This design comes from an exercise in tuning for small area on the open sky130 flow, not from production work.
The RTL was checked by simulation tests, not by an equivalence proof against the original design.
Power and IR drop assume default switching activity.

## btle_rx
module btle_rx #
(
  parameter SAMPLE_PER_SYMBOL = 8,
  parameter GFSK_DEMODULATION_BIT_WIDTH = 16,
  parameter LEN_UNIQUE_BIT_SEQUENCE = 32,
  parameter CHANNEL_NUMBER_BIT_WIDTH = 6,
  parameter CRC_STATE_BIT_WIDTH = 24
) (
  input wire clk,
  input wire rst,
  input wire [(LEN_UNIQUE_BIT_SEQUENCE-1) : 0] unique_bit_sequence,
  input wire [(CHANNEL_NUMBER_BIT_WIDTH-1) : 0] channel_number,
  input wire [(CRC_STATE_BIT_WIDTH-1) : 0] crc_state_init_bit,
  input wire signed [(GFSK_DEMODULATION_BIT_WIDTH-1) : 0] i,
  input wire signed [(GFSK_DEMODULATION_BIT_WIDTH-1) : 0] q,
  input wire iq_valid,
  output wire hit_flag,
  output reg  decode_run,
  output reg  decode_end,
  output reg  crc_ok,
  output reg  [2:0] best_phase,
  output reg  [6:0] payload_length,
  output reg  [7:0] pdu_octet_mem_data,
  input  wire [5:0] pdu_octet_mem_addr
);
Size in the first run: about 13000 cells after synthesis, about 130 I/O pins, ~0.17 sq mm of cells after synthesis.
clock: 20.0 ns
lec_check: 0
cap_margin: 20
core_margin: 2
core_utilization: 55
cts_buf_list: sky130_fd_sc_hd__clkbuf_16
cts_cluster_diameter: 60
cts_cluster_size: 24
place_density: 0.65
slew_margin: 20
standard.sh (not shown) runs the stock make flow with config.mk's settings and CLKGATE_MAP_FILE= SYNTH_SCRIPT=/design/flow/synth_recipe.tcl, a recipe that flattens the netlist after the stock synthesis.
==> flow/flow/run.sh <==
#!/bin/bash
# Layout flow: the standard ORFS flow (standard.sh), with one change in
# synthesis: ABC maps the logic with an area-oriented script (flow/area.abc)
# instead of ORFS's delay-oriented one. Everything else (Yosys passes, flip-flop
# mapping, floorplan, placement, CTS, routing) is the standard flow.
set -euo pipefail
W=$(pwd)
{
  echo "proc abc {args} {"
  echo "  set i [lsearch -exact \$args -script]"
  echo "  if {\$i >= 0} { lset args [expr {\$i+1}] $W/flow/area.abc }"
  echo "  yosys abc {*}\$args"
  echo "}"
  cat "$W/synth_recipe.tcl"
} > "$W/area_synth.tcl"
bash "$W/standard.sh" SYNTH_SCRIPT="$W/area_synth.tcl" finish > "$W/standard_flow.log" 2>&1
==> flow/flow/area.abc <==
&get -n
&st
&dch
&nf -R 1000
&put
topo
stime -c
Edit:
Settings changed: CTS_BUF_LIST sky130_fd_sc_hd__clkbuf_16 to sky130_fd_sc_hd__clkbuf_8, CTS_CLUSTER_DIAMETER 60 to 50, CTS_CLUSTER_SIZE 24 to 16.
Worst setup slack got worse by 0.013 ns.
Clock-buffer cell count rose by 152.
Area after synthesis stays the same.
Routed wire length stays flat.
Non-clock buffer count does not change.

* * *

the baseline:
btle_rx, a different RTL version from the one above (not shown whole).
For scale: roughly 5,300 flip-flops, about 130 I/O pins, ~160,000 um^2 of cells after synthesis.
Settings: LEC_CHECK=0, CAP_MARGIN=20, CORE_MARGIN=2, CORE_UTILIZATION=70, CTS_BUF_LIST=sky130_fd_sc_hd__clkbuf_8, CTS_CLUSTER_DIAMETER=45, CTS_CLUSTER_SIZE=18, PLACE_DENSITY=0.8, SLEW_MARGIN=20; clock period 20.0 ns.
Scripts as last shown in full above: flow/flow/run.sh, flow/flow/area.abc
Input changes introduced in the candidate (baseline for comparison: the baseline):
Settings: PLACE_DENSITY now 0.65, was 0.8; CTS_CLUSTER_SIZE now 16, was 18; CTS_CLUSTER_DIAMETER now 50, was 45; CORE_UTILIZATION now 55, was 70.
==> flow/flow/run.sh <==
#!/bin/bash
set -euo pipefail
W=$(pwd)
{
  echo "proc abc {args} {"
  echo "  set i [lsearch -exact \$args -script]"
  echo "  if {\$i >= 0} { lset args [expr {\$i+1}] $W/flow/area.abc }"
  echo "  yosys abc {*}\$args"
  echo "}"
  cat "$W/synth_recipe.tcl"
} > "$W/area_synth.tcl"
CTS="-sink_clustering_enable -repair_clock_nets -sink_clustering_size 16"
CTS="$CTS -sink_clustering_max_diameter 50 -buf_list sky130_fd_sc_hd__clkbuf_8 -dont_use_dummy_load"
bash "$W/standard.sh" SYNTH_SCRIPT="$W/area_synth.tcl" "CTS_ARGS=$CTS" finish > "$W/standard_flow.log" 2>&1
Taking the baseline as the reference point, the number of fill cells in the layout of the candidate rises by 9,237. Against the baseline, global-route wire length before repair in the candidate rose slightly. The candidate against the baseline: global routing met3 resource utilization moved down; utilization of the core after routing moved down; total power consumption of the routed design now smaller; fmax down 1.6%; number of global-route vias before repair lower. In the candidate relative to the baseline, die area had gone up by more than a quarter.

-- re-timing with driven ports --
The results above use ideal ports. As a check the final layouts listed here were re-extracted and re-timed, cells and wires unchanged.
Step 1 (the two cells are an assumption about what drives the block):
set clk [get_ports {clk}]
set_driving_cell -lib_cell sky130_fd_sc_hd__clkbuf_16 $clk
set_driving_cell -lib_cell sky130_fd_sc_hd__buf_2 [delete_from_list [all_inputs] $clk]
Step 2 moves the port delays by t, midway between the first and last clock arrival at a register: inputs arrive t later, outputs are due t later. That takes back most of the time a late clock gives input paths.
a / b / c = ideal ports / drivers / drivers and shift; a / b = the first two.
run	t (ns)	setup slack, ns	hold WS [ns]	clock arrival spread, ns	worst slew at a driven data input, ns
the first run of note 1	1.017	4.581 / 4.581 / 4.581	0.327 / 0.327 / 0.327	0.058 / 0.058	0.10
the second run of note 1	1.200	4.568 / 4.568 / 4.568	0.284 / 0.284 / 0.284	0.098 / 0.098	0.11
the baseline	1.200	4.879 / 4.879 / 4.879	0.292 / 0.292 / 0.292	0.137 / 0.137	0.09
the candidate	1.186	4.628 / 4.628 / 4.628	0.237 / 0.237 / 0.237	0.220 / 0.220	0.05
After both steps every run listed still meets setup and hold.
